Context: an optimization exercise on an open-source flow, tuned for small area, a short achievable clock period and few clock cycles per item. The choices shown serve that exercise and are no tape-out recipe. No run shown here included a check of the RTL's function; only the layout flow was run. No activity file was given, so power comes from the tool's default toggle rates.

==> flow/design.v, too long to show whole: its modules and the start of the top module <==
// module CPU: 517 lines
// module booth17: 446 lines
module CPU(
				clk,
			  rst_n,
		   IO_stall,
         awid_m_inf,
       awaddr_m_inf,
       awsize_m_inf,
      awburst_m_inf,
        awlen_m_inf,
      awvalid_m_inf,
      awready_m_inf,
        wdata_m_inf,
        wlast_m_inf,
       wvalid_m_inf,
       wready_m_inf,
          bid_m_inf,
        bresp_m_inf,
       bvalid_m_inf,
       bready_m_inf,
         arid_m_inf,
       araddr_m_inf,
        arlen_m_inf,
       arsize_m_inf,
      arburst_m_inf,
      arvalid_m_inf,
      arready_m_inf, 
          rid_m_inf,
        rdata_m_inf,
        rresp_m_inf,
        rlast_m_inf,
       rvalid_m_inf,
       rready_m_inf 
);
  // ...
==> flow/run.sh <==
#!/bin/bash
# synth_recipe.tcl (not shown) runs the flow's synth.tcl, then flattens the netlist and writes it again
# the make line also repeats each setting of config.mk as NAME=value (left out here)
make -C /OpenROAD-flow-scripts/flow DESIGN_CONFIG=/design/flow/config.mk WORK_HOME=/design/flow/orfs CLKGATE_MAP_FILE= SYNTH_SCRIPT=/design/flow/synth_recipe.tcl finish
==> flow/config.mk <==
export PLATFORM = sky130hd
export DESIGN_NAME = CPU
export DESIGN_NICKNAME = CPU
export VERILOG_FILES = /design/flow/design.v
export SDC_FILE = /design/flow/constraint.sdc
export NUM_CORES = 8
export LEC_CHECK = 0
export ABC_CLOCK_PERIOD_IN_PS = 4000
export CAP_MARGIN = 20
export CORE_MARGIN = 2
export CORE_UTILIZATION = 55.0
export SETUP_SLACK_MARGIN = 5
export SLEW_MARGIN = 20
==> flow/constraint.sdc <==
create_clock -name core_clock -period 10.0 [get_ports {clk}]
set_input_delay 2.0000 -clock core_clock [delete_from_list [all_inputs] [get_ports {clk}]]
set_output_delay 2.0000 -clock core_clock [all_outputs]
set_load 0.01 [all_outputs]
==> run notes, run 1 <==
M1 GR Usage 0.534; setup repair after global routing missed its margin yes; Hold WC Path Type reg2reg; area of the die 107000 um2; most used flip-flop cell after synthesis sky130_fd_sc_hd__edfxtp_1; average wire per standard cell 26.7 um; number of H-tree branching levels 3; routability cong. 0.947; vias per cell 6.53; max reg flops 256; cell with the largest stage delay on the worst path sky130_fd_sc_hd__or4b_4; global-route track usage on met3 0.0839; Setup crit end kind flop; share of the synthesized area in compound gates (AO/OA/AOI/OAI) 0.186; hold bufs inserted after CTS 0; run status finished clean; clock tree from TritonCTS built; utilization after layout 0.664; clock-pin transition on the worst setup and hold timing paths 0.06 ns; startpoint of the worst setup timing path dt_ph[0]; switching power 0.00870 W; total count of max-transition violations in the final report 0; mux share of post-synthesis cell area 0.0596; Synth Area per Inst 9.46 um2; maximum cell stage delay along the critical path 0.70 ns
==> run 2: changes to the inputs <==
--- a/flow/design.v
+++ b/flow/design.v
@@ -68,171 +68,187 @@
 assign awlen_m_inf   = 7'd0;
 assign wlast_m_inf   = 1'b1;       
 assign bready_m_inf  = 1'b1;
 assign arid_m_inf    = 8'd0;
 assign arsize_m_inf  = {3'd1, 3'd1};
 assign arburst_m_inf = {2'd1, 2'd1};
 reg  [255:0] rfv;
 reg  [15:0]  rv;
-wire [15:0]  wb_en;                
-wire [15:0]  wb_data;
+reg  [15:0]  wb_en;                
+reg  [15:0]  wb_data;
+reg  [15:0]  ra_sel, rb_sel, rd_sel;
 genvar gi;
 generate for (gi = 0; gi < 16; gi = gi + 1) begin : g_rf
     always @(posedge clk) if (wb_en[gi]) rfv[16*gi +: 16] <= wb_data;
 end endgenerate
 always @(posedge clk or negedge rst_n)
     if (!rst_n) rv <= 16'd0;
     else        rv <= rv | wb_en;
-reg  [3:0]  ra_idx, rb_idx;
-reg  [15:0] ra_val, rb_val;
+reg  [15:0] ra_raw, rb_raw;
 integer ri;
 always @(*) begin
-    ra_val = 16'd0;
-    rb_val = 16'd0;
+    ra_raw = 16'd0;
+    rb_raw = 16'd0;
     for (ri = 0; ri < 16; ri = ri + 1) begin
-        ra_val = ra_val | ({16{(ra_idx == ri[3:0]) & rv[ri]}} & rfv[16*ri +: 16]);
-        rb_val = rb_val | ({16{(rb_idx == ri[3:0]) & rv[ri]}} & rfv[16*ri +: 16]);
+        ra_raw = ra_raw | ({16{ra_sel[ri]}} & rfv[16*ri +: 16]);
+        rb_raw = rb_raw | ({16{rb_sel[ri]}} & rfv[16*ri +: 16]);
     end
 end
+wire [15:0] ra_val = ra_raw & {16{|(ra_sel & rv)}};
+wire [15:0] rb_val = rb_raw & {16{|(rb_sel & rv)}};
 reg         i_arvalid;
 reg  [10:0] i_araddr;
 reg  [6:0]  i_arlen;
 reg         i_rready;
 reg  [7:0]  f_rem;         
 reg  [7:0]  f_drop;        
 reg         f_drain;       
 reg  [10:0] f_addr;        
 reg  [10:0] nb;            
 reg         q0v, q1v;
 reg  [15:0] q0, q1;
 reg  [10:0] ipc;           
 wire [15:0] i_rdata  = rdata_m_inf[31:16];
 wire        i_beat   = rvalid_m_inf[1] & i_rready;
-assign arlen_m_inf   = {i_arlen, 7'd0};
-assign rready_m_inf  = {i_rready, d_rready};
 wire [2:0]  op    = q0[15:13];
-wire [3:0]  f_rs  = q0[12:9];
 wire [3:0]  f_rt  = q0[8:5];
 wire [3:0]  f_rd  = q0[4:1];
 wire        f_fn  = q0[0];
 wire [4:0]  f_imm = q0[4:0];
 wire is_alu  = (op == 3'd0) | (op == 3'd1 & ~f_fn);
 wire is_mul  = (op == 3'd1) & f_fn;
 wire is_ld   = (op == 3'd2);
 wire is_st   = (op == 3'd3);
 wire is_br   = (op == 3'd4);
 wire is_det  = (op == 3'd7);
 wire is_nop  = (op == 3'd5) | (op == 3'd6);
 reg  [15:0] busy;
-wire bz_rs = busy[f_rs];
-wire bz_rt = busy[f_rt];
-wire bz_rd = busy[f_rd];
+wire bz_rs = |(busy & ra_sel);
+wire bz_rt = |(busy & rb_sel);
+wire bz_rd = |(busy & rd_sel);
 wire        alu_sub = f_fn | (op == 3'd1);
 wire [15:0] alu_sum = ra_val + (rb_val ^ {16{alu_sub}}) + {15'd0, alu_sub};
 wire        alu_lt  = (ra_val[15] != rb_val[15]) ? ra_val[15] : alu_sum[15];
 wire [15:0] alu_res = (op == 3'd1) ? {15'd0, alu_lt} : alu_sum;
 wire        br_eq   = (ra_val == rb_val);
 wire [10:0] ls_addr = ra_val[10:0] + {{6{f_imm[4]}}, f_imm};
 wire [10:0] br_tgt  = ipc + 11'd1 + {{6{f_imm[4]}}, f_imm};
 reg  [16:0] ma, mb;
 reg  [33:0] ms, mc;
-reg  [33:0] mp;
+reg  [66:0] mp;
 wire [33:0] bs, bc;
 booth17 u_mul (.a(ma), .b(mb), .s(bs), .c(bc));
 reg         a_v, s_v, p_v;
 reg  [1:0]  a_kind, s_kind, p_kind;
 reg         a_first, s_first, p_first;
-reg  [1:0]  a_sh, s_sh, p_sh;
+reg  [1:0]  a_sh, s_sh;
 reg         a_buf, s_buf, p_buf;
 reg  [3:0]  a_tag, s_tag, p_tag;
 wire        p_mulwb = p_v & (p_kind == 2'd3);    
 reg         dt_on;         
 reg  [2:0]  dt_ph;         
-reg  [5:0]  dt_slot;
+reg  [6:0]  dt_slot;
 reg  [3:0]  dt_cnt;
-reg  [3:0]  dt_ra, dt_rb, nx_ra, nx_rb;
+reg  [3:0]  nx_ra, nx_rb;
 reg  [1:0]  dt_kind, dt_sh, nx_kind, nx_sh;
 reg         dt_first, dt_ha, dt_hb, dt_buf, nx_first, nx_ha, nx_hb, nx_buf;
-wire [5:0]  dt_nslot;        
+reg         dt_v, nx_v;
+wire [6:0]  dt_nslot;        
 always @(*) begin
     nx_ra = 4'd0; nx_rb = 4'd0; nx_kind = 2'd0; nx_first = 1'b0;
-    nx_ha = 1'b0; nx_hb = 1'b0; nx_sh = 2'd0; nx_buf = 1'b0;
+    nx_ha = 1'b0; nx_hb = 1'b0; nx_sh = 2'd0; nx_buf = 1'b0; nx_v = 1'b1;
     case (dt_nslot)
-        6'd0: begin nx_ra = 4'd0; nx_rb = 4'd5; nx_kind = 2'd0; nx_first = 1'b1; nx_ha = 1'b0; nx_hb = 1'b0; nx_sh = 2'd0; nx_buf = 1'b0; end
-        6'd1: begin nx_ra = 4'd1; nx_rb = 4'd4; nx_kind = 2'd0; nx_first = 1'b0; nx_ha = 1'b0; nx_hb = 1'b0; nx_sh = 2'd0; nx_buf = 1'b0; end
-        6'd2: begin nx_ra = 4'd10; nx_rb = 4'd15; nx_kind = 2'd1; nx_first = 1'b1; nx_ha = 1'b0; nx_hb = 1'b0; nx_sh = 2'd0; nx_buf = 1'b0; end
-        6'd3: begin nx_ra = 4'd11; nx_rb = 4'd14; nx_kind = 2'd1; nx_first = 1'b0; nx_ha = 1'b0; nx_hb = 1'b0; nx_sh = 2'd0; nx_buf = 1'b0; end
-        6'd4: begin nx_ra = 4'd0; nx_rb = 4'd6; nx_kind = 2'd0; nx_first = 1'b1; nx_ha = 1'b0; nx_hb = 1'b0; nx_sh = 2'd0; nx_buf = 1'b1; end
-        6'd5: begin nx_ra = 4'd2; nx_rb = 4'd4; nx_kind = 2'd0; nx_first = 1'b0; nx_ha = 1'b0; nx_hb = 1'b0; nx_sh = 2'd0; nx_buf = 1'b1; end
-        6'd6: begin nx_ra = 4'd11; nx_rb = 4'd13; nx_kind = 2'd1; nx_first = 1'b1; nx_ha = 1'b0; nx_hb = 1'b0; nx_sh = 2'd0; nx_buf = 1'b1; end
-        6'd7: begin nx_ra = 4'd9; nx_rb = 4'd15; nx_kind = 2'd1; nx_first = 1'b0; nx_ha = 1'b0; nx_hb = 1'b0; nx_sh = 2'd0; nx_buf = 1'b1; end
-        6'd8: begin nx_ra = 4'd0; nx_rb = 4'd0; nx_kind = 2'd2; nx_first = 1'b0; nx_ha = 1'b0; nx_hb = 1'b0; nx_sh = 2'd0; nx_buf = 1'b0; end
-        6'd9: begin nx_ra = 4'd0; nx_rb = 4'd0; nx_kind = 2'd2; nx_first = 1'b0; nx_ha = 1'b1; nx_hb = 1'b0; nx_sh = 2'd1; nx_buf = 1'b0; end
-        6'd10: begin nx_ra = 4'd0; nx_rb = 4'd0; nx_kind = 2'd2; nx_first = 1'b0; nx_ha = 1'b0; nx_hb = 1'b1; nx_sh = 2'd1; nx_buf = 1'b0; end
-        6'd11: begin nx_ra = 4'd0; nx_rb = 4'd0; nx_kind = 2'd2; nx_first = 1'b0; nx_ha = 1'b1; nx_hb = 1'b1; nx_sh = 2'd2; nx_buf = 1'b0; end
-        6'd12: begin nx_ra = 4'd0; nx_rb = 4'd7; nx_kind = 2'd0; nx_first = 1'b1; nx_ha = 1'b0; nx_hb = 1'b0; nx_sh = 2'd0; nx_buf = 1'b0; end
-        6'd13: begin nx_ra = 4'd3; nx_rb = 4'd4; nx_kind = 2'd0; nx_first = 1'b0; nx_ha = 1'b0; nx_hb = 1'b0; nx_sh = 2'd0; nx_buf = 1'b0; end
-        6'd14: begin nx_ra = 4'd9; nx_rb = 4'd14; nx_kind = 2'd1; nx_first = 1'b1; nx_ha = 1'b0; nx_hb = 1'b0; nx_sh = 2'd0; nx_buf = 1'b0; end
-        6'd15: begin nx_ra = 4'd10; nx_rb = 4'd13; nx_kind = 2'd1; nx_first = 1'b0; nx_ha = 1'b0; nx_hb = 1'b0; nx_sh = 2'd0; nx_buf = 1'b0; end
-        6'd16: begin nx_ra = 4'd0; nx_rb = 4'd0; nx_kind = 2'd2; nx_first = 1'b0; nx_ha = 1'b0; nx_hb = 1'b0; nx_sh = 2'd0; nx_buf = 1'b1; end
-        6'd17: begin nx_ra = 4'd0; nx_rb = 4'd0; nx_kind = 2'd2; nx_first = 1'b0; nx_ha = 1'b1; nx_hb = 1'b0; nx_sh = 2'd1; nx_buf = 1'b1; end
-        6'd18: begin nx_ra = 4'd0; nx_rb = 4'd0; nx_kind = 2'd2; nx_first = 1'b0; nx_ha = 1'b0; nx_hb = 1'b1; nx_sh = 2'd1; nx_buf = 1'b1; end
-        6'd19: begin nx_ra = 4'd0; nx_rb = 4'd0; nx_kind = 2'd2; nx_first = 1'b0; nx_ha = 1'b1; nx_hb = 1'b1; nx_sh = 2'd2; nx_buf = 1'b1; end
-        6'd20: begin nx_ra = 4'd1; nx_rb = 4'd6; nx_kind = 2'd0; nx_first = 1'b1; nx_ha = 1'b0; nx_hb = 1'b0; nx_sh = 2'd0; nx_buf = 1'b1; end
-        6'd21: begin nx_ra = 4'd2; nx_rb = 4'd5; nx_kind = 2'd0; nx_first = 1'b0; nx_ha = 1'b0; nx_hb = 1'b0; nx_sh = 2'd0; nx_buf = 1'b1; end
-        6'd22: begin nx_ra = 4'd8; nx_rb = 4'd15; nx_kind = 2'd1; nx_first = 1'b1; nx_ha = 1'b0; nx_hb = 1'b0; nx_sh = 2'd0; nx_buf = 1'b1; end
-        6'd23: begin nx_ra = 4'd11; nx_rb = 4'd12; nx_kind = 2'd1; nx_first = 1'b0; nx_ha = 1'b0; nx_hb = 1'b0; nx_sh = 2'd0; nx_buf = 1'b1; end
-        6'd24: begin nx_ra = 4'd0; nx_rb = 4'd0; nx_kind = 2'd2; nx_first = 1'b0; nx_ha = 1'b0; nx_hb = 1'b0; nx_sh = 2'd0; nx_buf = 1'b0; end
-        6'd25: begin nx_ra = 4'd0; nx_rb = 4'd0; nx_kind = 2'd2; nx_first = 1'b0; nx_ha = 1'b1; nx_hb = 1'b0; nx_sh = 2'd1; nx_buf = 1'b0; end
-        6'd26: begin nx_ra = 4'd0; nx_rb = 4'd0; nx_kind = 2'd2; nx_first = 1'b0; nx_ha = 1'b0; nx_hb = 1'b1; nx_sh = 2'd1; nx_buf = 1'b0; end
-        6'd27: begin nx_ra = 4'd0; nx_rb = 4'd0; nx_kind = 2'd2; nx_first = 1'b0; nx_ha = 1'b1; nx_hb = 1'b1; nx_sh = 2'd2; nx_buf = 1'b0; end
-        6'd28: begin nx_ra = 4'd1; nx_rb = 4'd7; nx_kind = 2'd0; nx_first = 1'b1; nx_ha = 1'b0; nx_hb = 1'b0; nx_sh = 2'd0; nx_buf = 1'b0; end
-        6'd29: begin nx_ra = 4'd3; nx_rb = 4'd5; nx_kind = 2'd0; nx_first = 1'b0; nx_ha = 1'b0; nx_hb = 1'b0; nx_sh = 2'd0; nx_buf = 1'b0; end
-        6'd30: begin nx_ra = 4'd10; nx_rb = 4'd12; nx_kind = 2'd1; nx_first = 1'b1; nx_ha = 1'b0; nx_hb = 1'b0; nx_sh = 2'd0; nx_buf = 1'b0; end
-        6'd31: begin nx_ra = 4'd8; nx_rb = 4'd14; nx_kind = 2'd1; nx_first = 1'b0; nx_ha = 1'b0; nx_hb = 1'b0; nx_sh = 2'd0; nx_buf = 1'b0; end
-        6'd32: begin nx_ra = 4'd0; nx_rb = 4'd0; nx_kind = 2'd2; nx_first = 1'b0; nx_ha = 1'b0; nx_hb = 1'b0; nx_sh = 2'd0; nx_buf = 1'b1; end
-        6'd33: begin nx_ra = 4'd0; nx_rb = 4'd0; nx_kind = 2'd2; nx_first = 1'b0; nx_ha = 1'b1; nx_hb = 1'b0; nx_sh = 2'd1; nx_buf = 1'b1; end
-        6'd34: begin nx_ra = 4'd0; nx_rb = 4'd0; nx_kind = 2'd2; nx_first = 1'b0; nx_ha = 1'b0; nx_hb = 1'b1; nx_sh = 2'd1; nx_buf = 1'b1; end
-        6'd35: begin nx_ra = 4'd0; nx_rb = 4'd0; nx_kind = 2'd2; nx_first = 1'b0; nx_ha = 1'b1; nx_hb = 1'b1; nx_sh = 2'd2; nx_buf = 1'b1; end
-        6'd36: begin nx_ra = 4'd2; nx_rb = 4'd7; nx_kind = 2'd0; nx_first = 1'b1; nx_ha = 1'b0; nx_hb = 1'b0; nx_sh = 2'd0; nx_buf = 1'b1; end
-        6'd37: begin nx_ra = 4'd3; nx_rb = 4'd6; nx_kind = 2'd0; nx_first = 1'b0; nx_ha = 1'b0; nx_hb = 1'b0; nx_sh = 2'd0; nx_buf = 1'b1; end
-        6'd38: begin nx_ra = 4'd8; nx_rb = 4'd13; nx_kind = 2'd1; nx_first = 1'b1; nx_ha = 1'b0; nx_hb = 1'b0; nx_sh = 2'd0; nx_buf = 1'b1; end
-        6'd39: begin nx_ra = 4'd9; nx_rb = 4'd12; nx_kind = 2'd1; nx_first = 1'b0; nx_ha = 1'b0; nx_hb = 1'b0; nx_sh = 2'd0; nx_buf = 1'b1; end
-        6'd40: begin nx_ra = 4'd0; nx_rb = 4'd0; nx_kind = 2'd2; nx_first = 1'b0; nx_ha = 1'b0; nx_hb = 1'b0; nx_sh = 2'd0; nx_buf = 1'b0; end
-        6'd41: begin nx_ra = 4'd0; nx_rb = 4'd0; nx_kind = 2'd2; nx_first = 1'b0; nx_ha = 1'b1; nx_hb = 1'b0; nx_sh = 2'd1; nx_buf = 1'b0; end
-        6'd42: begin nx_ra = 4'd0; nx_rb = 4'd0; nx_kind = 2'd2; nx_first = 1'b0; nx_ha = 1'b0; nx_hb = 1'b1; nx_sh = 2'd1; nx_buf = 1'b0; end
-        6'd43: begin nx_ra = 4'd0; nx_rb = 4'd0; nx_kind = 2'd2; nx_first = 1'b0; nx_ha = 1'b1; nx_hb = 1'b1; nx_sh = 2'd2; nx_buf = 1'b0; end
-        6'd44: begin nx_ra = 4'd0; nx_rb = 4'd0; nx_kind = 2'd2; nx_first = 1'b0; nx_ha = 1'b0; nx_hb = 1'b0; nx_sh = 2'd0; nx_buf = 1'b1; end
-        6'd45: begin nx_ra = 4'd0; nx_rb = 4'd0; nx_kind = 2'd2; nx_first = 1'b0; nx_ha = 1'b1; nx_hb = 1'b0; nx_sh = 2'd1; nx_buf = 1'b1; end
-        6'd46: begin nx_ra = 4'd0; nx_rb = 4'd0; nx_kind = 2'd2; nx_first = 1'b0; nx_ha = 1'b0; nx_hb = 1'b1; nx_sh = 2'd1; nx_buf = 1'b1; end
-        6'd47: begin nx_ra = 4'd0; nx_rb = 4'd0; nx_kind = 2'd2; nx_first = 1'b0; nx_ha = 1'b1; nx_hb = 1'b1; nx_sh = 2'd2; nx_buf = 1'b1; end
+        7'd0: begin nx_ra = 4'd0; nx_rb = 4'd5; nx_kind = 2'd0; nx_first = 1'b1; nx_ha = 1'b0; nx_hb = 1'b0; nx_sh = 2'd0; nx_buf = 1'b0; end
+        7'd1: begin nx_ra = 4'd1; nx_rb = 4'd4; nx_kind = 2'd0; nx_first = 1'b0; nx_ha = 1'b0; nx_hb = 1'b0; nx_sh = 2'd0; nx_buf = 1'b0; end
+        7'd2: begin nx_ra = 4'd10; nx_rb = 4'd15; nx_kind = 2'd1; nx_first = 1'b1; nx_ha = 1'b0; nx_hb = 1'b0; nx_sh = 2'd0; nx_buf = 1'b0; end
+        7'd3: begin nx_ra = 4'd11; nx_rb = 4'd14; nx_kind = 2'd1; nx_first = 1'b0; nx_ha = 1'b0; nx_hb = 1'b0; nx_sh = 2'd0; nx_buf = 1'b0; end
+        7'd4: begin nx_ra = 4'd0; nx_rb = 4'd6; nx_kind = 2'd0; nx_first = 1'b1; nx_ha = 1'b0; nx_hb = 1'b0; nx_sh = 2'd0; nx_buf = 1'b1; end
+        7'd5: begin nx_ra = 4'd2; nx_rb = 4'd4; nx_kind = 2'd0; nx_first = 1'b0; nx_ha = 1'b0; nx_hb = 1'b0; nx_sh = 2'd0; nx_buf = 1'b1; end
+        7'd6: begin nx_ra = 4'd11; nx_rb = 4'd13; nx_kind = 2'd1; nx_first = 1'b1; nx_ha = 1'b0; nx_hb = 1'b0; nx_sh = 2'd0; nx_buf = 1'b1; end
+        7'd7: begin nx_ra = 4'd9; nx_rb = 4'd15; nx_kind = 2'd1; nx_first = 1'b0; nx_ha = 1'b0; nx_hb = 1'b0; nx_sh = 2'd0; nx_buf = 1'b1; end
+        7'd8: begin nx_ra = 4'd0; nx_rb = 4'd0; nx_kind = 2'd2; nx_first = 1'b0; nx_ha = 1'b1; nx_hb = 1'b1; nx_sh = 2'd2; nx_buf = 1'b0; end
+        7'd9: begin nx_ra = 4'd0; nx_rb = 4'd7; nx_kind = 2'd0; nx_first = 1'b1; nx_ha = 1'b0; nx_hb = 1'b0; nx_sh = 2'd0; nx_buf = 1'b0; end
+        7'd10: begin nx_ra = 4'd3; nx_rb = 4'd4; nx_kind = 2'd0; nx_first = 1'b0; nx_ha = 1'b0; nx_hb = 1'b0; nx_sh = 2'd0; nx_buf = 1'b0; end
+        7'd11: begin nx_ra = 4'd9; nx_rb = 4'd14; nx_kind = 2'd1; nx_first = 1'b1; nx_ha = 1'b0; nx_hb = 1'b0; nx_sh = 2'd0; nx_buf = 1'b0; end
+        7'd12: begin nx_ra = 4'd10; nx_rb = 4'd13; nx_kind = 2'd1; nx_first = 1'b0; nx_ha = 1'b0; nx_hb = 1'b0; nx_sh = 2'd0; nx_buf = 1'b0; end
+        7'd13: begin nx_ra = 4'd0; nx_rb = 4'd0; nx_kind = 2'd2; nx_first = 1'b0; nx_ha = 1'b1; nx_hb = 1'b1; nx_sh = 2'd2; nx_buf = 1'b1; end
+        7'd14: begin nx_ra = 4'd1; nx_rb = 4'd6; nx_kind = 2'd0; nx_first = 1'b1; nx_ha = 1'b0; nx_hb = 1'b0; nx_sh = 2'd0; nx_buf = 1'b1; end
+        7'd15: begin nx_ra = 4'd2; nx_rb = 4'd5; nx_kind = 2'd0; nx_first = 1'b0; nx_ha = 1'b0; nx_hb = 1'b0; nx_sh = 2'd0; nx_buf = 1'b1; end
+        7'd16: begin nx_ra = 4'd8; nx_rb = 4'd15; nx_kind = 2'd1; nx_first = 1'b1; nx_ha = 1'b0; nx_hb = 1'b0; nx_sh = 2'd0; nx_buf = 1'b1; end
+        7'd17: begin nx_ra = 4'd11; nx_rb = 4'd12; nx_kind = 2'd1; nx_first = 1'b0; nx_ha = 1'b0; nx_hb = 1'b0; nx_sh = 2'd0; nx_buf = 1'b1; end
+        7'd18: begin nx_ra = 4'd0; nx_rb = 4'd0; nx_kind = 2'd2; nx_first = 1'b0; nx_ha = 1'b1; nx_hb = 1'b1; nx_sh = 2'd2; nx_buf = 1'b0; end
+        7'd19: begin nx_ra = 4'd1; nx_rb = 4'd7; nx_kind = 2'd0; nx_first = 1'b1; nx_ha = 1'b0; nx_hb = 1'b0; nx_sh = 2'd0; nx_buf = 1'b0; end
+        7'd20: begin nx_ra = 4'd3; nx_rb = 4'd5; nx_kind = 2'd0; nx_first = 1'b0; nx_ha = 1'b0; nx_hb = 1'b0; nx_sh = 2'd0; nx_buf = 1'b0; end
+        7'd21: begin nx_ra = 4'd10; nx_rb = 4'd12; nx_kind = 2'd1; nx_first = 1'b1; nx_ha = 1'b0; nx_hb = 1'b0; nx_sh = 2'd0; nx_buf = 1'b0; end
+        7'd22: begin nx_ra = 4'd8; nx_rb = 4'd14; nx_kind = 2'd1; nx_first = 1'b0; nx_ha = 1'b0; nx_hb = 1'b0; nx_sh = 2'd0; nx_buf = 1'b0; end
+        7'd23: begin nx_ra = 4'd0; nx_rb = 4'd0; nx_kind = 2'd2; nx_first = 1'b0; nx_ha = 1'b1; nx_hb = 1'b1; nx_sh = 2'd2; nx_buf = 1'b1; end
+        7'd24: begin nx_ra = 4'd2; nx_rb = 4'd7; nx_kind = 2'd0; nx_first = 1'b1; nx_ha = 1'b0; nx_hb = 1'b0; nx_sh = 2'd0; nx_buf = 1'b1; end
+        7'd25: begin nx_ra = 4'd3; nx_rb = 4'd6; nx_kind = 2'd0; nx_first = 1'b0; nx_ha = 1'b0; nx_hb = 1'b0; nx_sh = 2'd0; nx_buf = 1'b1; end
+        7'd26: begin nx_ra = 4'd8; nx_rb = 4'd13; nx_kind = 2'd1; nx_first = 1'b1; nx_ha = 1'b0; nx_hb = 1'b0; nx_sh = 2'd0; nx_buf = 1'b1; end
+        7'd27: begin nx_ra = 4'd9; nx_rb = 4'd12; nx_kind = 2'd1; nx_first = 1'b0; nx_ha = 1'b0; nx_hb = 1'b0; nx_sh = 2'd0; nx_buf = 1'b1; end
+        7'd28: begin nx_ra = 4'd0; nx_rb = 4'd0; nx_kind = 2'd2; nx_first = 1'b0; nx_ha = 1'b1; nx_hb = 1'b1; nx_sh = 2'd2; nx_buf = 1'b0; end
+        7'd29: nx_v = 1'b0;
+        7'd30: nx_v = 1'b0;
+        7'd31: begin nx_ra = 4'd0; nx_rb = 4'd0; nx_kind = 2'd2; nx_first = 1'b0; nx_ha = 1'b1; nx_hb = 1'b1; nx_sh = 2'd2; nx_buf = 1'b1; end
+        7'd32: begin nx_ra = 4'd0; nx_rb = 4'd5; nx_kind = 2'd0; nx_first = 1'b1; nx_ha = 1'b0; nx_hb = 1'b0; nx_sh = 2'd0; nx_buf = 1'b0; end
+        7'd33: begin nx_ra = 4'd1; nx_rb = 4'd4; nx_kind = 2'd0; nx_first = 1'b0; nx_ha = 1'b0; nx_hb = 1'b0; nx_sh = 2'd0; nx_buf = 1'b0; end
+        7'd34: begin nx_ra = 4'd10; nx_rb = 4'd15; nx_kind = 2'd1; nx_first = 1'b1; nx_ha = 1'b0; nx_hb = 1'b0; nx_sh = 2'd0; nx_buf = 1'b0; end
+        7'd35: begin nx_ra = 4'd11; nx_rb = 4'd14; nx_kind = 2'd1; nx_first = 1'b0; nx_ha = 1'b0; nx_hb = 1'b0; nx_sh = 2'd0; nx_buf = 1'b0; end
+        7'd36: begin nx_ra = 4'd0; nx_rb = 4'd6; nx_kind = 2'd0; nx_first = 1'b1; nx_ha = 1'b0; nx_hb = 1'b0; nx_sh = 2'd0; nx_buf = 1'b1; end
+        7'd37: begin nx_ra = 4'd2; nx_rb = 4'd4; nx_kind = 2'd0; nx_first = 1'b0; nx_ha = 1'b0; nx_hb = 1'b0; nx_sh = 2'd0; nx_buf = 1'b1; end
+        7'd38: begin nx_ra = 4'd11; nx_rb = 4'd13; nx_kind = 2'd1; nx_first = 1'b1; nx_ha = 1'b0; nx_hb = 1'b0; nx_sh = 2'd0; nx_buf = 1'b1; end
+        7'd39: begin nx_ra = 4'd9; nx_rb = 4'd15; nx_kind = 2'd1; nx_first = 1'b0; nx_ha = 1'b0; nx_hb = 1'b0; nx_sh = 2'd0; nx_buf = 1'b1; end
+        7'd40: begin nx_ra = 4'd0; nx_rb = 4'd0; nx_kind = 2'd2; nx_first = 1'b0; nx_ha = 1'b0; nx_hb = 1'b0; nx_sh = 2'd0; nx_buf = 1'b0; end
+        7'd41: begin nx_ra = 4'd0; nx_rb = 4'd0; nx_kind = 2'd2; nx_first = 1'b0; nx_ha = 1'b1; nx_hb = 1'b0; nx_sh = 2'd1; nx_buf = 1'b0; end
+        7'd42: begin nx_ra = 4'd0; nx_rb = 4'd0; nx_kind = 2'd2; nx_first = 1'b0; nx_ha = 1'b0; nx_hb = 1'b1; nx_sh = 2'd1; nx_buf = 1'b0; end
+        7'd43: begin nx_ra = 4'd0; nx_rb = 4'd7; nx_kind = 2'd0; nx_first = 1'b1; nx_ha = 1'b0; nx_hb = 1'b0; nx_sh = 2'd0; nx_buf = 1'b0; end
+        7'd44: begin nx_ra = 4'd3; nx_rb = 4'd4; nx_kind = 2'd0; nx_first = 1'b0; nx_ha = 1'b0; nx_hb = 1'b0; nx_sh = 2'd0; nx_buf = 1'b0; end
+        7'd45: begin nx_ra = 4'd9; nx_rb = 4'd14; nx_kind = 2'd1; nx_first = 1'b1; nx_ha = 1'b0; nx_hb = 1'b0; nx_sh = 2'd0; nx_buf = 1'b0; end
+        7'd46: begin nx_ra = 4'd10; nx_rb = 4'd13; nx_kind = 2'd1; nx_first = 1'b0; nx_ha = 1'b0; nx_hb = 1'b0; nx_sh = 2'd0; nx_buf = 1'b0; end
+        7'd47: begin nx_ra = 4'd0; nx_rb = 4'd0; nx_kind = 2'd2; nx_first = 1'b0; nx_ha = 1'b0; nx_hb = 1'b0; nx_sh = 2'd0; nx_buf = 1'b1; end
+        7'd48: begin nx_ra = 4'd0; nx_rb = 4'd0; nx_kind = 2'd2; nx_first = 1'b0; nx_ha = 1'b1; nx_hb = 1'b0; nx_sh = 2'd1; nx_buf = 1'b1; end
+        7'd49: begin nx_ra = 4'd0; nx_rb = 4'd0; nx_kind = 2'd2; nx_first = 1'b0; nx_ha = 1'b0; nx_hb = 1'b1; nx_sh = 2'd1; nx_buf = 1'b1; end
+        7'd50: begin nx_ra = 4'd1; nx_rb = 4'd6; nx_kind = 2'd0; nx_first = 1'b1; nx_ha = 1'b0; nx_hb = 1'b0; nx_sh = 2'd0; nx_buf = 1'b1; end
+        7'd51: begin nx_ra = 4'd2; nx_rb = 4'd5; nx_kind = 2'd0; nx_first = 1'b0; nx_ha = 1'b0; nx_hb = 1'b0; nx_sh = 2'd0; nx_buf = 1'b1; end
+        7'd52: begin nx_ra = 4'd8; nx_rb = 4'd15; nx_kind = 2'd1; nx_first = 1'b1; nx_ha = 1'b0; nx_hb = 1'b0; nx_sh = 2'd0; nx_buf = 1'b1; end
+        7'd53: begin nx_ra = 4'd11; nx_rb = 4'd12; nx_kind = 2'd1; nx_first = 1'b0; nx_ha = 1'b0; nx_hb = 1'b0; nx_sh = 2'd0; nx_buf = 1'b1; end
+        7'd54: begin nx_ra = 4'd0; nx_rb = 4'd0; nx_kind = 2'd2; nx_first = 1'b0; nx_ha = 1'b0; nx_hb = 1'b0; nx_sh = 2'd0; nx_buf = 1'b0; end
+        7'd55: begin nx_ra = 4'd0; nx_rb = 4'd0; nx_kind = 2'd2; nx_first = 1'b0; nx_ha = 1'b1; nx_hb = 1'b0; nx_sh = 2'd1; nx_buf = 1'b0; end
+        7'd56: begin nx_ra = 4'd0; nx_rb = 4'd0; nx_kind = 2'd2; nx_first = 1'b0; nx_ha = 1'b0; nx_hb = 1'b1; nx_sh = 2'd1; nx_buf = 1'b0; end
+        7'd57: begin nx_ra = 4'd1; nx_rb = 4'd7; nx_kind = 2'd0; nx_first = 1'b1; nx_ha = 1'b0; nx_hb = 1'b0; nx_sh = 2'd0; nx_buf = 1'b0; end
+        7'd58: begin nx_ra = 4'd3; nx_rb = 4'd5; nx_kind = 2'd0; nx_first = 1'b0; nx_ha = 1'b0; nx_hb = 1'b0; nx_sh = 2'd0; nx_buf = 1'b0; end
+        7'd59: begin nx_ra = 4'd10; nx_rb = 4'd12; nx_kind = 2'd1; nx_first = 1'b1; nx_ha = 1'b0; nx_hb = 1'b0; nx_sh = 2'd0; nx_buf = 1'b0; end
+        7'd60: begin nx_ra = 4'd8; nx_rb = 4'd14; nx_kind = 2'd1; nx_first = 1'b0; nx_ha = 1'b0; nx_hb = 1'b0; nx_sh = 2'd0; nx_buf = 1'b0; end
+        7'd61: begin nx_ra = 4'd0; nx_rb = 4'd0; nx_kind = 2'd2; nx_first = 1'b0; nx_ha = 1'b0; nx_hb = 1'b0; nx_sh = 2'd0; nx_buf = 1'b1; end
+        7'd62: begin nx_ra = 4'd0; nx_rb = 4'd0; nx_kind = 2'd2; nx_first = 1'b0; nx_ha = 1'b1; nx_hb = 1'b0; nx_sh = 2'd1; nx_buf = 1'b1; end
+        7'd63: begin nx_ra = 4'd0; nx_rb = 4'd0; nx_kind = 2'd2; nx_first = 1'b0; nx_ha = 1'b0; nx_hb = 1'b1; nx_sh = 2'd1; nx_buf = 1'b1; end
+        7'd64: begin nx_ra = 4'd2; nx_rb = 4'd7; nx_kind = 2'd0; nx_first = 1'b1; nx_ha = 1'b0; nx_hb = 1'b0; nx_sh = 2'd0; nx_buf = 1'b1; end
+        7'd65: begin nx_ra = 4'd3; nx_rb = 4'd6; nx_kind = 2'd0; nx_first = 1'b0; nx_ha = 1'b0; nx_hb = 1'b0; nx_sh = 2'd0; nx_buf = 1'b1; end
+        7'd66: begin nx_ra = 4'd8; nx_rb = 4'd13; nx_kind = 2'd1; nx_first = 1'b1; nx_ha = 1'b0; nx_hb = 1'b0; nx_sh = 2'd0; nx_buf = 1'b1; end
+        7'd67: begin nx_ra = 4'd9; nx_rb = 4'd12; nx_kind = 2'd1; nx_first = 1'b0; nx_ha = 1'b0; nx_hb = 1'b0; nx_sh = 2'd0; nx_buf = 1'b1; end
+        7'd68: begin nx_ra = 4'd0; nx_rb = 4'd0; nx_kind = 2'd2; nx_first = 1'b0; nx_ha = 1'b0; nx_hb = 1'b0; nx_sh = 2'd0; nx_buf = 1'b0; end
+        7'd69: begin nx_ra = 4'd0; nx_rb = 4'd0; nx_kind = 2'd2; nx_first = 1'b0; nx_ha = 1'b1; nx_hb = 1'b0; nx_sh = 2'd1; nx_buf = 1'b0; end
+        7'd70: begin nx_ra = 4'd0; nx_rb = 4'd0; nx_kind = 2'd2; nx_first = 1'b0; nx_ha = 1'b0; nx_hb = 1'b1; nx_sh = 2'd1; nx_buf = 1'b0; end
+        7'd71: begin nx_ra = 4'd0; nx_rb = 4'd0; nx_kind = 2'd2; nx_first = 1'b0; nx_ha = 1'b0; nx_hb = 1'b0; nx_sh = 2'd0; nx_buf = 1'b1; end
+        7'd72: begin nx_ra = 4'd0; nx_rb = 4'd0; nx_kind = 2'd2; nx_first = 1'b0; nx_ha = 1'b1; nx_hb = 1'b0; nx_sh = 2'd1; nx_buf = 1'b1; end
+        7'd73: begin nx_ra = 4'd0; nx_rb = 4'd0; nx_kind = 2'd2; nx_first = 1'b0; nx_ha = 1'b0; nx_hb = 1'b1; nx_sh = 2'd1; nx_buf = 1'b1; end
         default: ;
     endcase
 end
 reg  [32:0] t0, b0, t1, b1;      
 reg  [66:0] acc;
 wire [32:0] t_sel = dt_buf ? t1 : t0;
 wire [32:0] b_sel = dt_buf ? b1 : b0;
 wire [16:0] ch_a  = dt_ha ? t_sel[32:16] : {1'b0, t_sel[15:0]};
 wire [16:0] ch_b  = dt_hb ? b_sel[32:16] : {1'b0, b_sel[15:0]};
 wire dt_issue = dt_on & (dt_ph == 3'd0);
 wire [32:0] x_old  = p_buf ? (p_kind[0] ? b1 : t1) : (p_kind[0] ? b0 : t0);
 wire [32:0] x_new  = p_first ? mp[32:0] : (x_old - mp[32:0]);
-wire [66:0] p_ext  = {{33{mp[33]}}, mp};
-reg  [66:0] acc_add;
-always @(*) begin
-    case (p_sh)
-        2'd0:    acc_add = p_ext;
-        2'd1:    acc_add = {p_ext[50:0], 16'd0};
-        default: acc_add = {p_ext[34:0], 32'd0};
-    endcase
-    if (dt_ph == 3'd3) acc_add = {58'd0, q0[8:0]};
-end
-wire [66:0] acc_sum = acc + acc_add;
+wire [66:0] acc_sum = acc + mp;
 wire        sat_ok  = (&acc[66:15]) | ~(|acc[66:15]);
 wire [15:0] det_res = sat_ok ? acc[15:0] : (acc[66] ? 16'h8000 : 16'h7fff);
 reg  [10:0] dm_addr;       
 reg         d_arvalid;
 reg         la1_v;         
 reg  [10:0] la1;
 reg  [1:0]  ld_cnt;        
 reg  [3:0]  ld_tag0, ld_tag1;
@@ -242,60 +258,73 @@
 reg         d_rready;
 reg         d_awvalid, d_wvalid;
 reg  [1:0]  st_ph;         
 reg  [10:0] st_addr;
 reg  [15:0] wd;
 assign awaddr_m_inf  = {20'd1, st_addr, 1'b0};
 assign arvalid_m_inf = {i_arvalid, d_arvalid};
 assign araddr_m_inf  = {20'd1, i_araddr, 1'b0, 20'd1, dm_addr, 1'b0};
+assign arlen_m_inf   = {i_arlen, 7'd0};
+assign rready_m_inf  = {i_rready, d_rready};
 assign awvalid_m_inf = d_awvalid;
 assign wdata_m_inf   = wd;
 assign wvalid_m_inf  = d_wvalid;
 wire d_beat = rvalid_m_inf[0] & d_rready;
 wire hz_alu = bz_rs | bz_rt | bz_rd | p_mulwb;
 wire hz_mul = bz_rs | bz_rt | bz_rd;
 wire hz_ld  = bz_rs | bz_rt | ld_cnt[1];
 wire hz_st  = bz_rs | bz_rt;
 wire hz_br  = bz_rs | bz_rt;
-wire go_alu = q0v & is_alu & ~hz_alu;
-wire go_mul = q0v & is_mul & ~hz_mul;
-wire go_ld  = q0v & is_ld  & ~hz_ld;
-wire go_st  = q0v & is_st  & ~hz_st & (st_ph == 2'd0);
-wire go_br  = q0v & is_br  & ~hz_br;
-wire go_nop = q0v & is_nop;
-wire go_det = q0v & is_det & ~dt_on & (busy == 16'd0);
+reg  [3:0] rc;
+wire       rc_full = (rc == 4'd15);
+wire       q0ok    = q0v & ~rc_full;
+wire go_alu = q0ok & is_alu & ~hz_alu;
+wire go_mul = q0ok & is_mul & ~hz_mul;
+wire go_ld  = q0ok & is_ld  & ~hz_ld & ~st_ph[0] & ~(st_ph == 2'd2);    
+wire go_st  = q0ok & is_st  & ~hz_st & (st_ph == 2'd0) & (rc == 4'd0);
+wire go_br  = q0ok & is_br  & ~hz_br;
+wire go_nop = q0ok & is_nop;
+wire go_det = q0ok & is_det & ~dt_on & (busy == 16'd0) & ~a_v & ~s_v & ~p_v;
 wire st_done = (st_ph == 2'd3) & bvalid_m_inf;
-wire dt_done = dt_on & (dt_ph == 3'd4);
-wire pop   = go_alu | go_mul | go_ld | go_br | go_nop | st_done | dt_done;
+wire dt_early = dt_issue & (dt_slot == 7'd35) & ~((&acc[66:51]) | ~(|acc[66:51]));
+wire dt_done = dt_on & ((dt_ph == 3'd4) | dt_early);
+wire pop   = go_alu | go_mul | go_ld | go_br | go_nop | go_st | dt_done;
 wire taken = go_br & br_eq & (f_imm != 5'd0);
-always @(*) begin
-    if (dt_issue) begin ra_idx = dt_ra; rb_idx = dt_rb; end
-    else          begin ra_idx = f_rs;  rb_idx = f_rt;  end
-end
+wire inc   = go_alu | go_mul | go_ld | go_br | go_nop | dt_done;
+wire ret   = (st_ph == 2'd0) ? ((rc != 4'd0) | inc) : st_done;
 wire wb_busy = p_mulwb | go_alu | dt_done;
 wire md_wb   = md_v & ~wb_busy;
 wire rd_wb   = d_beat & ~md_v & ~wb_busy;
-wire [3:0] wb_idx = p_mulwb ? p_tag : go_alu ? f_rd : dt_done ? 4'd0 : md_v ? md_tag : ld_tag0;
-wire       wb_any = wb_busy | md_wb | rd_wb;
-assign wb_data = p_mulwb ? mp[15:0] : go_alu ? alu_res : dt_done ? det_res : md_v ? md : rdata_m_inf[15:0];
-generate for (gi = 0; gi < 16; gi = gi + 1) begin : g_we
-    assign wb_en[gi] = wb_any & (wb_idx == gi);
-end endgenerate
-wire [15:0] set_mul = go_mul ? (16'd1 << f_rd) : 16'd0;
-wire [15:0] set_ld  = go_ld  ? (16'd1 << f_rt) : 16'd0;
-wire [15:0] clr_mul = p_mulwb ? (16'd1 << p_tag) : 16'd0;
-wire [15:0] clr_md  = md_wb ? (16'd1 << md_tag) : 16'd0;
-wire [15:0] clr_rd  = rd_wb ? (16'd1 << ld_tag0) : 16'd0;
+wire [15:0] dec_ptag = 16'd1 << p_tag;
+wire [15:0] dec_md   = 16'd1 << md_tag;
+wire [15:0] dec_ld0  = 16'd1 << ld_tag0;
+always @(*) begin
+    if (p_mulwb)     begin wb_en = dec_ptag; wb_data = mp[15:0]; end
+    else if (go_alu) begin wb_en = rd_sel;   wb_data = alu_res;  end
+    else if (dt_done) begin wb_en = 16'd1;   wb_data = det_res;  end
+    else if (md_v)   begin wb_en = md_wb ? dec_md : 16'd0; wb_data = md; end
+    else             begin wb_en = rd_wb ? dec_ld0 : 16'd0; wb_data = rdata_m_inf[15:0]; end
+end
+wire [15:0] set_mul = go_mul ? rd_sel : 16'd0;
+wire [15:0] set_ld  = go_ld  ? rb_sel : 16'd0;
+wire [15:0] clr_mul = p_mulwb ? dec_ptag : 16'd0;
+wire [15:0] clr_md  = md_wb ? dec_md : 16'd0;
+wire [15:0] clr_rd  = rd_wb ? dec_ld0 : 16'd0;
 always @(posedge clk or negedge rst_n)
     if (!rst_n) busy <= 16'd0;
     else        busy <= (busy & ~clr_mul & ~clr_md & ~clr_rd) | set_mul | set_ld;
 always @(posedge clk or negedge rst_n)
-    if (!rst_n) IO_stall <= 1'b1;
-    else        IO_stall <= ~pop;
+    if (!rst_n) begin
+        IO_stall <= 1'b1;
+        rc       <= 4'd0;
+    end else begin
+        IO_stall <= ~ret;
+        rc       <= rc + {3'd0, inc} - {3'd0, ret & (st_ph == 2'd0)};
+    end
 wire [10:0] d0     = br_tgt - f_addr;
 wire        rem_z  = (f_rem == 8'd0);
 wire        rem_1  = (f_rem == 8'd1);
 wire        drop_z = (f_drop == 8'd0);
 wire        in_brst = ~rem_z & ({1'b0, d0} < {4'd0, f_rem});
 wire        d0_z   = (d0 == 11'd0);
 wire        push   = i_beat & drop_z;
 wire [7:0]  rem_n  = f_rem - {7'd0, i_beat};
@@ -384,73 +413,98 @@
             f_drain <= drain_n;
         end
         f_drop   <= drop_n;
         q0v      <= q0v_n;
         q1v      <= q1v_n;
         i_rready <= (drop_n != 8'd0) | ~(q0v_n & q1v_n);
     end
 end
+wire q0_ld_beat = taken ? tk_q0v : nt_q0_beat;
+wire q0_ld_q1   = ~taken & nt_q0_q1;
+wire dt_issue_n = go_det | (dt_issue & (dt_slot != 7'd73) & ~dt_early);
 always @(posedge clk) begin
-    if (dt_issue) begin
-        ma <= (dt_kind == 2'd2) ? ch_a : {ra_val[15], ra_val};
-        mb <= (dt_kind == 2'd2) ? ch_b : {rb_val[15], rb_val};
+    if (dt_issue_n) begin
+        ra_sel <= 16'd1 << nx_ra;
+        rb_sel <= 16'd1 << nx_rb;
+    end else if (q0_ld_beat) begin
+        ra_sel <= 16'd1 << i_rdata[12:9];
+        rb_sel <= 16'd1 << i_rdata[8:5];
+    end else if (q0_ld_q1) begin
+        ra_sel <= 16'd1 << q1[12:9];
+        rb_sel <= 16'd1 << q1[8:5];
+    end
+    if (q0_ld_beat)    rd_sel <= 16'd1 << i_rdata[4:1];
+    else if (q0_ld_q1) rd_sel <= 16'd1 << q1[4:1];
+end
+wire [33:0] prod = ms + mc;
+always @(posedge clk) begin
+    if (dt_issue & (dt_kind == 2'd2)) begin
+        ma <= ch_a;
+        mb <= ch_b;
     end else begin
         ma <= {ra_val[15], ra_val};
         mb <= {rb_val[15], rb_val};
     end
     ms <= bs;
     mc <= bc;
-    mp <= ms + mc;
+    if (dt_on & (dt_ph == 3'd2)) mp <= {58'd0, q0[8:0]};       
+    else case (s_sh)
+        2'd0:    mp <= {{33{prod[33]}}, prod};
+        2'd1:    mp <= {{17{prod[33]}}, prod, 16'd0};
+        default: mp <= {prod[33], prod, 32'd0};
+    endcase
     a_kind <= dt_issue ? dt_kind : 2'd3;
     a_first <= dt_first; a_sh <= dt_sh; a_buf <= dt_buf; a_tag <= f_rd;
     s_kind <= a_kind; s_first <= a_first; s_sh <= a_sh; s_buf <= a_buf; s_tag <= a_tag;
-    p_kind <= s_kind; p_first <= s_first; p_sh <= s_sh; p_buf <= s_buf; p_tag <= s_tag;
+    p_kind <= s_kind; p_first <= s_first; p_buf <= s_buf; p_tag <= s_tag;
 end
 always @(posedge clk or negedge rst_n)
     if (!rst_n) begin a_v <= 1'b0; s_v <= 1'b0; p_v <= 1'b0; end
-    else        begin a_v <= go_mul | dt_issue; s_v <= a_v; p_v <= s_v; end
+    else        begin a_v <= go_mul | (dt_issue & dt_v); s_v <= a_v; p_v <= s_v; end
 always @(posedge clk) begin
     if (p_v & (p_kind[1] == 1'b0)) begin
         case ({p_buf, p_kind[0]})
             2'b00: t0 <= x_new;
             2'b01: b0 <= x_new;
             2'b10: t1 <= x_new;
             2'b11: b1 <= x_new;
         endcase
     end
     if (go_det)                                acc <= 67'd0;
     else if (p_v & (p_kind == 2'd2))           acc <= acc_sum;
     else if (dt_on & (dt_ph == 3'd2) & (dt_cnt != 4'd0))
                                                acc <= {acc[66], acc[66], acc[66:2]};
     else if (dt_on & (dt_ph == 3'd3))          acc <= acc_sum;
 end
-assign dt_nslot = go_det ? 6'd0 : dt_slot + 6'd1;
+assign dt_nslot = go_det ? 7'd0 : dt_slot + 7'd1;
 always @(posedge clk) begin
     if (go_det | dt_issue) begin
-        dt_ra <= nx_ra; dt_rb <= nx_rb; dt_kind <= nx_kind; dt_first <= nx_first;
-        dt_ha <= nx_ha; dt_hb <= nx_hb; dt_sh <= nx_sh; dt_buf <= nx_buf;
+        dt_kind <= nx_kind; dt_first <= nx_first;
+        dt_ha <= nx_ha; dt_hb <= nx_hb; dt_sh <= nx_sh; dt_buf <= nx_buf; dt_v <= nx_v;
     end
 end
 always @(posedge clk or negedge rst_n) begin
     if (!rst_n) begin
         dt_on   <= 1'b0;
         dt_ph   <= 3'd0;
-        dt_slot <= 6'd0;
+        dt_slot <= 7'd0;
         dt_cnt  <= 4'd0;
     end else begin
         if (go_det) begin
             dt_on   <= 1'b1;
             dt_ph   <= 3'd0;
-            dt_slot <= 6'd0;
+            dt_slot <= 7'd0;
+        end else if (dt_early) begin
+            dt_on <= 1'b0;
         end else if (dt_on) begin
             case (dt_ph)
                 3'd0: begin
-                    dt_slot <= dt_slot + 6'd1;
-                    if (dt_slot == 6'd47) begin dt_ph <= 3'd1; dt_cnt <= 4'd2; end
+                    dt_slot <= dt_slot + 7'd1;
+                    if (dt_slot == 7'd73) begin dt_ph <= 3'd1; dt_cnt <= 4'd2; end
                 end
                 3'd1: begin        
                     dt_cnt <= dt_cnt - 4'd1;
                     if (dt_cnt == 4'd0) begin dt_ph <= 3'd2; dt_cnt <= q0[12:9]; end
                 end
                 3'd2: begin        
                     dt_cnt <= dt_cnt - 4'd1;
                     if (dt_cnt == 4'd0) dt_ph <= 3'd3;
==> flow/config.mk (replaced) <==
export PLATFORM = sky130hd
export DESIGN_NAME = CPU
export DESIGN_NICKNAME = CPU
export VERILOG_FILES = /design/flow/design.v
export SDC_FILE = /design/flow/constraint.sdc
export NUM_CORES = 8
export LEC_CHECK = 0
export CAP_MARGIN = 20
export CORE_MARGIN = 2
export CORE_UTILIZATION = 55.0
export SETUP_SLACK_MARGIN = 5
export SLEW_MARGIN = 20
==> run 2 against run 1 <==
Synthesized cell count stayed put. Utilization is 2.7 points lower. Routed wire length is 4.0% lower. Via count is 1.1% lower. Critical path type unchanged. Largest cell class unchanged.
==> run notes, run 2 <==
largest area contributor in the netlist sky130_fd_sc_hd__edfxtp_1 (unchanged); area of the die 111000 um2 (was 107000 um2); maximum clock insertion buffer count 3 (unchanged); routability cong. 0.931 (was 0.947); # port buffers 103 (unchanged); Area Overhead vs Synth 14.9% (was 19.8%); drt first pass iters 6 (unchanged); registers with the most flip-flops rfv (256), acc (67), mp (66) (was rfv (256), acc (67)); Max VDD drop 0.191 mV (was 0.259 mV); register with the highest flop count rfv (unchanged); worst path arrival time 6.19 ns (was 6.49 ns); Setup crit end kind flop (unchanged); critical path required time 10.55 ns (was 10.43 ns); pin count of the biggest net entering global routing 95 (was 99); vias in the first global route 46.8k (was 47.1k); Worst Setup Path Type reg2reg (unchanged); final hold violation count 0 (unchanged); die outline height 333 um (was 327 um); length in cells of the worst reg-to-reg path 26 (was 21); share of final-layout standard cells stronger than drive strength 1 0.142 (was 0.181); final routed wirelength across all metal layers 200000 um (was 208000 um); area of the core 107000 um2 (was 103000 um2); highest fanout seen on the critical path 5 (was 8); sink count of the clock tree 953 (was 874); nets 6610 (was 6725); startpoint kind of the worst setup timing path flop (unchanged); M1 GR Usage 0.511 (was 0.534); largest delay contributor family on the critical path simple AND/OR/NAND/NOR gates (unchanged); total vias in the final route 50.3k (was 50.8k); global-route track usage on met3 0.0645 (was 0.0839); clock tree from TritonCTS built (unchanged); fraction of the cycle the final worst path needs 0.564 (was 0.606); source-to-sink clock delay at the later pin of the worst-skew pair 0.72 ns (was 0.73 ns); startpoint of the most critical hold path a_tag[2] (was a_first); number of setup violations in the final report 0 (unchanged); proportion of synthesized chip area in sequential cells 0.426 (was 0.405); clock-pin transition on the worst setup and hold timing paths 0.06 ns (about the same); pre-CTS setup slack 3.05 ns (was 2.01 ns); drt first-iter violations 6059 (was 6377); GR Layer Usage met2 0.530 (was 0.555); horizontal die dimension 333 um (was 327 um); number of warning messages in the yosys log 1 (unchanged); library cell appearing most often on the critical path sky130_fd_sc_hd__ha_1; Post-DRT Antenna Nets 0 (unchanged); cell with the largest stage delay on the worst path sky130_fd_sc_hd__dfrtp_1 (was sky130_fd_sc_hd__or4b_4); Max-cap violations 0 (unchanged); maximum cell stage delay along the critical path 0.43 ns (was 0.70 ns); power per standard cell area 199 nW/um2 (was 289 nW/um2); DR DRC count 0 (unchanged); commonest cells in the synthesized netlist 554 x sky130_fd_sc_hd__edfxtp_1, 550 x sky130_fd_sc_hd__nand2_1, 477 x sky130_fd_sc_hd__nor2_1 (was 655 x sky130_fd_sc_hd__nand2_1, 510 x sky130_fd_sc_hd__edfxtp_1, 443 x sky130_fd_sc_hd__nor2_1); Post-synth EDFFs 554 (was 510); setup slack of the critical path after layout 4.36 ns (was 3.94 ns); cell with the most instances after synthesis sky130_fd_sc_hd__edfxtp_1 (was sky130_fd_sc_hd__nand2_1); share of flip-flops with an asynchronous set or reset 0.144 (was 0.151); Fmax achieved 177 MHz (was 165 MHz); Worst R2R Start ipc[0] (was dt_ph[0]); startpoint of the worst setup timing path ipc[0] (was dt_ph[0]); summed instance area of the synthesized netlist 59400 um2 (was 57400 um2); final clock skew 0.0362 ns (was 0.0507 ns); number of H-tree branching levels 3 (unchanged); setup repair after global routing missed its margin yes (unchanged); worst hold slack after final layout 0.316 ns (was 0.299 ns); Leak 27.0 nW (about the same); max reg flops 256 (unchanged); cells after synthesis 6069 (unchanged); run status finished clean (unchanged); sequential power share 0.373 (was 0.267); Most Used Layer, Global Route met2 (unchanged); aggregate negative setup slack 0 ns (unchanged); register-to-register setup slack 4.36 ns (was 3.94 ns); Hold WC Path Type reg2reg (unchanged); leading cell types in the layout, fill and taps excluded 554 x sky130_fd_sc_hd__edfxtp_1, 527 x sky130_fd_sc_hd__nand2_1, 435 x sky130_fd_sc_hd__nor2_1 (was 650 x sky130_fd_sc_hd__nand2_1, 510 x sky130_fd_sc_hd__edfxtp_1, 412 x sky130_fd_sc_hd__nor2_1); total gr overflow 0 (unchanged); effective utilization at floorplan 0.554 (was 0.555); total count of max-transition violations in the final report 0 (unchanged); Combinational Power Share 0.334 (was 0.540); switching power 0.00479 W (was 0.00870 W); vias per cell 6.54 (was 6.53); min cycle time layout 5.64 ns (was 6.06 ns); Slew headroom 0.0989 (was 0.174); most used flip-flop cell after synthesis sky130_fd_sc_hd__edfxtp_1 (unchanged); total of flip-flops plus latches after synthesis 953 (was 874); capturing point of the worst reg2reg path f_rem[6] (was rfv[93]); standard-cell rows 120 (was 118); initial antenna violation count 4 (unchanged); main area contributors after synthesis sky130_fd_sc_hd__edfxtp_1 28%, sky130_fd_sc_hd__dfxtp_1 8.8%, sky130_fd_sc_hd__dfrtp_1 5.7%, sky130_fd_sc_hd__ha_1 5.2%, sky130_fd_sc_hd__fa_1 3.8% (was sky130_fd_sc_hd__edfxtp_1 27%, sky130_fd_sc_hd__dfxtp_1 8.1%, sky130_fd_sc_hd__dfrtp_1 5.7%, sky130_fd_sc_hd__ha_1 5.0%, sky130_fd_sc_hd__nand2_1 4.3%); clock tree root driver cell sky130_fd_sc_hd__clkbuf_16 (unchanged); share of Yosys cell area claimed by the top area cell type 0.280 (was 0.267); average wire per standard cell 26.0 um (was 26.7 um); number of fillers in the final layout 8685 (was 8246); switching portion of total power 0.353 (was 0.437); sink of the worst hold path s_tag[2] (was s_first); Int Power 0.00878 W (was 0.0112 W); number of buffers created by CTS 103 (was 97); leading cell type in the layout, fill and taps excluded sky130_fd_sc_hd__edfxtp_1 (was sky130_fd_sc_hd__nand2_1); num ports 230 (unchanged); worst-margin pin slew 1.35 ns (was 1.24 ns); half-perimeter wire length after detailed placement 133000 um (was 136000 um); Synth Area per Inst 9.78 um2 (was 9.46 um2); part of the total power dissipated in the clock network 0.293 (was 0.193); number of instances on the worst hold path 0 (unchanged); distinct cell type count of the synthesized netlist 95 (was 102); count of buffering cells on the critical path with inverters included 1 (was 7); wire length of the first global-routing pass 296000 um (was 303000 um); overall fraction of global-route tracks in use 0.352 (was 0.375)
run 2: cell type report:
class	instances	area, um2	area share
Inverter	299	1130	0.0165
Clock buffer	134	2820	0.0413
Timing Repair Buffer	410	4010	0.0588
Tap cell	1403	1760	0.0257
Clock inverter	62	704	0.0103
Multi-Input combinational cell	4420	32500	0.476
Sequential cell	953	25300	0.371
Antenna cell	5	12.5	0.000183
run 2: repair_timing:
item	4_1_cts	5_1_grt
resized for setup	218	152
gates cloned	13	2
setup buffers	90	44
setup endpoints to repair	315	324
pin swaps	56	60
hold buffers	0	0
run 2: worst max-delay path by stage:
stage	end	depth (start not counted)
after floorplan	rb_sel[12]	27
after global placement	f_rem[6]	27
after detailed placement	f_rem[6]	27
after CTS	f_rem[6]	29
after global routing	f_rem[6]	26
final	f_rem[6]	26
run 2: metal layers:
| layer | up-vias | share of wire |
|---|---|---|
| met5 | - | 0.00013 |
| met1 | 24500 | 0.42 |
| li1 | 22400 | - |
| met3 | 473 | 0.11 |
| met2 | 2871 | 0.44 |
| met4 | 4 | 0.039 |
run 2: cells by family (layout without fill, tap and decap cells):
kind of cell | count (synthesis) | after routing | share of synthesized area
compound gates | 1832 | 1832 | 0.204
buf+inv | 807 | 905 | 0.0588
simple gates | 1594 | 1601 | 0.123
fa+ha+maj | 408 | 408 | 0.0984
mux | 200 | 200 | 0.0490
flops | 953 | 953 | 0.426
xor+xnor | 273 | 273 | 0.0403
other cells | 2 | 111 | 0.000127
run 2: metrics by stage:
stage          cells  total power, W  instance area, um2   util
3_3_place_gp    7336         0.00892               61700  0.576
2_1_floorplan   6173         0.00776               59900      -
6_report        7686          0.0136               68200  0.637
3_5_place_dp    7336         0.00897               61700  0.576
5_1_grt         7681          0.0142               68200  0.637
4_1_cts         7635          0.0133               67100  0.627
run 2: power groups by stage:
| stage | Combinational (W) | Clock (W) | Sequential (W) |
|---|---|---|---|
| global route | 0.00494 | 0.00416 | 0.00508 |
| global placement | 0.00382 | 0 | 0.00511 |
| CTS | 0.00422 | 0.00402 | 0.00504 |
| detailed placement | 0.00386 | 0 | 0.00511 |
| floorplan | 0.00283 | 0 | 0.00493 |
| finish | 0.00453 | 0.00398 | 0.00505 |
==> run 3: changes to the inputs <==
==> flow/flow/run.sh (new file) <==
#!/bin/bash
# Standard layout, with timing repair aiming for a larger setup margin.
set -euo pipefail
bash standard.sh SETUP_SLACK_MARGIN=6.5 finish > standard_flow.log 2>&1
==> flow/standard.sh (new file) <==
#!/bin/bash
# synth_recipe.tcl (not shown) runs the flow's synth.tcl, then flattens the netlist and writes it again
# the make line also repeats each setting of config.mk as NAME=value (left out here)
make -C /OpenROAD-flow-scripts/flow DESIGN_CONFIG=/design/flow/config.mk WORK_HOME=/design/flow/orfs CLKGATE_MAP_FILE= SYNTH_SCRIPT=/design/flow/synth_recipe.tcl "${@:-finish}"
removed: flow/run.sh
==> run 3 against run 2 <==
Combinational power rose by about 30%. Sequential power increased by 1%. Clock skew is 0.051 ns higher. Die area stayed put. Fmax shrank 1.4%. Total power rose by 13%. Via count is 9.8% higher. Routed wire length up 17%. Clock-buffer cell count down 2. Cell count increased by 6.9%. Area after synthesis did not move. First-iteration DRC count is 31% higher. Critical path type unchanged. Largest power group is now combinational cells. Highest routed layer unchanged.
==> run notes, run 3 <==
number of instances on the worst hold path 0 (unchanged); total gr overflow 0 (unchanged); Post-Synth Adder-Cell Area 0.0984 (unchanged); main area contributors after synthesis sky130_fd_sc_hd__edfxtp_1 28%, sky130_fd_sc_hd__dfxtp_1 8.8%, sky130_fd_sc_hd__dfrtp_1 5.7%, sky130_fd_sc_hd__ha_1 5.2%, sky130_fd_sc_hd__fa_1 3.8% (unchanged); combinational family with the most area after synthesis compound AO/OA/AOI/OAI gates (unchanged); clock tree root driver cell sky130_fd_sc_hd__clkbuf_16 (unchanged); fraction of the cycle the final worst path needs 0.572 (was 0.564); drt first-iter violations 7917 (was 6059); initial antenna violation count 6 (was 4); number of warning messages in the yosys log 1 (unchanged); # port buffers 103 (unchanged); share of the synthesized area in compound gates (AO/OA/AOI/OAI) 0.204 (unchanged); aggregate negative setup slack 0 ns (unchanged); number of setup violations in the final report 0 (unchanged); length in cells of the worst reg-to-reg path 24 (was 26); run status finished clean (unchanged); drt first pass iters 10 (was 6); number of buffers created by CTS 104 (was 103); startpoint kind of the worst setup timing path flop (unchanged); Leak 31.7 nW (was 27.0 nW); commonest cells in the synthesized netlist 554 x sky130_fd_sc_hd__edfxtp_1, 550 x sky130_fd_sc_hd__nand2_1, 477 x sky130_fd_sc_hd__nor2_1 (unchanged); startpoint of the most critical hold path s_kind[0] (was a_tag[2]); half-perimeter wire length after detailed placement 134000 um (was 133000 um); leading cell type in the layout, fill and taps excluded sky130_fd_sc_hd__edfxtp_1 (unchanged); max reg flops 256 (unchanged); total placed cells including tap cells 7300 (was 7336); mux share of post-synthesis cell area 0.0490 (unchanged); final hold violation count 0 (unchanged); Synth Area per Inst 9.78 um2 (unchanged); DR DRC count 0 (unchanged); cell with the most instances after synthesis sky130_fd_sc_hd__edfxtp_1 (unchanged); source-to-sink clock delay at the later pin of the worst-skew pair 0.75 ns (was 0.72 ns); power per standard cell area 191 nW/um2 (was 199 nW/um2); Fmax achieved 175 MHz (was 177 MHz); highest fanout seen on the critical path 4 (was 5); Max VDD drop 0.226 mV (was 0.191 mV); maximum clock insertion buffer count 3 (unchanged); Hold WC Path Type reg2reg (unchanged); pre-CTS setup slack 2.90 ns (was 3.05 ns); Worst Setup Path Type reg2reg (unchanged); average wire per standard cell 28.5 um (was 26.0 um); total cell area at the placement stage 61900 um2 (was 61700 um2); nets 7143 (was 6610); Slew headroom 0.202 (was 0.0989); number of fillers in the final layout 7232 (was 8685); Post-synth EDFFs 554 (unchanged); die outline height 333 um (unchanged); num ports 230 (unchanged); clock-pin transition on the worst setup and hold timing paths 0.07 ns (was 0.06 ns); pin count of the biggest net entering global routing 95 (unchanged); setup slack of the critical path after layout 4.28 ns (was 4.36 ns); min cycle time layout 5.72 ns (was 5.64 ns); proportion of synthesized chip area in sequential cells 0.426 (unchanged); critical path required time 10.57 ns (was 10.55 ns); cells after synthesis 6069 (unchanged); maximum cell stage delay along the critical path 0.42 ns (was 0.43 ns); wire length of the first global-routing pass 330000 um (was 296000 um); hold bufs inserted after CTS 0 (unchanged); Power Total 0.0153 W (was 0.0136 W); final cell count without fillers 8217 (was 7686); number of stages on the worst setup path 24 (was 26); post-synthesis xor/xnor area fraction 0.0403 (unchanged); count of buffering cells on the critical path with inverters included 3 (was 1); fraction of the mapped netlist area in simple logic gates 0.123 (unchanged); cell with the largest stage delay on the worst path sky130_fd_sc_hd__dfrtp_1 (unchanged); Max-cap violations 0 (unchanged); clock tree from TritonCTS built (unchanged); number of H-tree branching levels 3 (unchanged); total vias in the final route 55.2k (was 50.3k); routability cong. 0.923 (was 0.931); leading cell types in the layout, fill and taps excluded 554 x sky130_fd_sc_hd__edfxtp_1, 486 x sky130_fd_sc_hd__nand2_1, 451 x sky130_fd_sc_hd__buf_4 (was 554 x sky130_fd_sc_hd__edfxtp_1, 527 x sky130_fd_sc_hd__nand2_1, 435 x sky130_fd_sc_hd__nor2_1); worst path arrival time 6.29 ns (was 6.19 ns); effective utilization at floorplan 0.554 (unchanged); standard-cell rows 120 (unchanged); area of the core 107000 um2 (unchanged); overall fraction of global-route tracks in use 0.397 (was 0.352); worst-margin pin slew 1.19 ns (was 1.35 ns); share of Yosys cell area claimed by the top area cell type 0.280 (unchanged); total of flip-flops plus latches after synthesis 953 (unchanged); Post-DRT Antenna Nets 0 (unchanged); chain of cells forming the critical path ha_4, and3_4, xor2_4, ha_4, a21oi_4, o21ai_2, buf_4, buf_4, xor2_4, ha_1, o21ai_4, o21ai_1, a2111oi_2, a311o_1, xnor2_2, nand2_2, nor4_4, and4_4, a21oi_4, buf_6, mux2_4, o22a_4, or2_4, nor2_1; Area Overhead vs Synth 34.7% (was 14.9%); share of flip-flops with an asynchronous set or reset 0.144 (unchanged); final routed wirelength across all metal layers 234000 um (was 200000 um); vias per cell 6.72 (was 6.54); startpoint of the worst setup timing path ipc[1] (was ipc[0]); most used flip-flop cell after synthesis sky130_fd_sc_hd__edfxtp_1 (unchanged); Setup crit end kind flop (unchanged); vias in the first global route 50.5k (was 46.8k); setup repair after global routing missed its margin yes (unchanged); register-to-register setup slack 4.28 ns (was 4.36 ns); register with the highest flop count rfv (unchanged); total count of max-transition violations in the final report 0 (unchanged); sink count of the clock tree 953 (unchanged); summed instance area of the synthesized netlist 59400 um2 (unchanged); registers with the most flip-flops rfv (256), acc (67), mp (66) (unchanged); design area 80000 um2 (was 68200 um2); final clock skew 0.0872 ns (was 0.0362 ns); horizontal die dimension 333 um (unchanged); distinct cell type count of the synthesized netlist 95 (unchanged); largest delay contributor family on the critical path compound AO/OA/AOI/OAI gates (was simple AND/OR/NAND/NOR gates); share of final-layout standard cells stronger than drive strength 1 0.321 (was 0.142); area of the die 111000 um2 (unchanged); Worst R2R Start ipc[1] (was ipc[0]); largest area contributor in the netlist sky130_fd_sc_hd__edfxtp_1 (unchanged)
[run 3: cell counts after synthesis]
No cell type changed its count.
[run 3: where the power goes]
| group | internal, W | switching [W] |
|---|---|---|
| clock | 0.00252 | 0.00176 |
| sequential | 0.00468 | 0.000424 |
| combinational | 0.00257 | 0.00332 |
| total | 0.00977 | 0.00551 |
[run 3: final timing paths]
path | end
max | rb_sel[8]
min | p_kind[0]
max reg2reg | rb_sel[8]
min reg2reg | p_kind[0]
max in group asynchronous | busy[4]
min in group asynchronous | i_arlen[5]
[run 3: timing repair]
action | in CTS | in global routing
buffers inserted | 446 | 196
pin swaps | 275 | 265
gates resized for setup | 1197 | 635
setup endpoints to repair | 1122 | 971
cloned | 57 | 18
[run 3: kinds of logic after synthesis]
group | count (synthesis)
compound gates | 1832
xor+xnor | 273
fa+ha+maj | 408
buf+inv | 807
flops | 953
mux | 200
other cells | 2
simple gates | 1594
[run 3: layout make-up]
| class | count | area (um2) | share of cell area |
|---|---|---|---|
| Antenna cell | 2 | 5.00 | 0.0000626 |
| Clock buffer | 132 | 2850 | 0.0357 |
| Clock inverter | 66 | 982 | 0.0123 |
| Inverter | 299 | 1240 | 0.0155 |
| Multi-Input combinational cell | 4434 | 36900 | 0.462 |
| Sequential cell | 953 | 25600 | 0.320 |
| Tap cell | 1403 | 1760 | 0.0220 |
| Timing Repair Buffer | 928 | 10600 | 0.133 |
[run 3: per-stage QoR]
step,hold slack [ns],utilization
after global routing,0.330,0.747
final,0.324,0.747
after global placement,0.310,0.578
after CTS,0.325,0.704
after detailed placement,0.312,0.578
after floorplan,0.310,-
[run 3: layer usage]
layer  share of wire  GRT usage  wire length, um  vias to the layer above
met2            0.42      0.578            99200                     3998
met3            0.15      0.128            34500                      807
met1            0.38      0.558            90100                    26800
met5         0.00083          0              194                        -
met4           0.044      0.135            10300                       14
li1                -          -                -                    23600

Check on run 3: ideal ports give 4.280 ns setup slack; a clkbuf_16 on the clock port and buf_2 on the inputs give 4.280 ns; moving port delays by the midpoint clock arrival (0.790 ns) as well gives 4.019 ns.
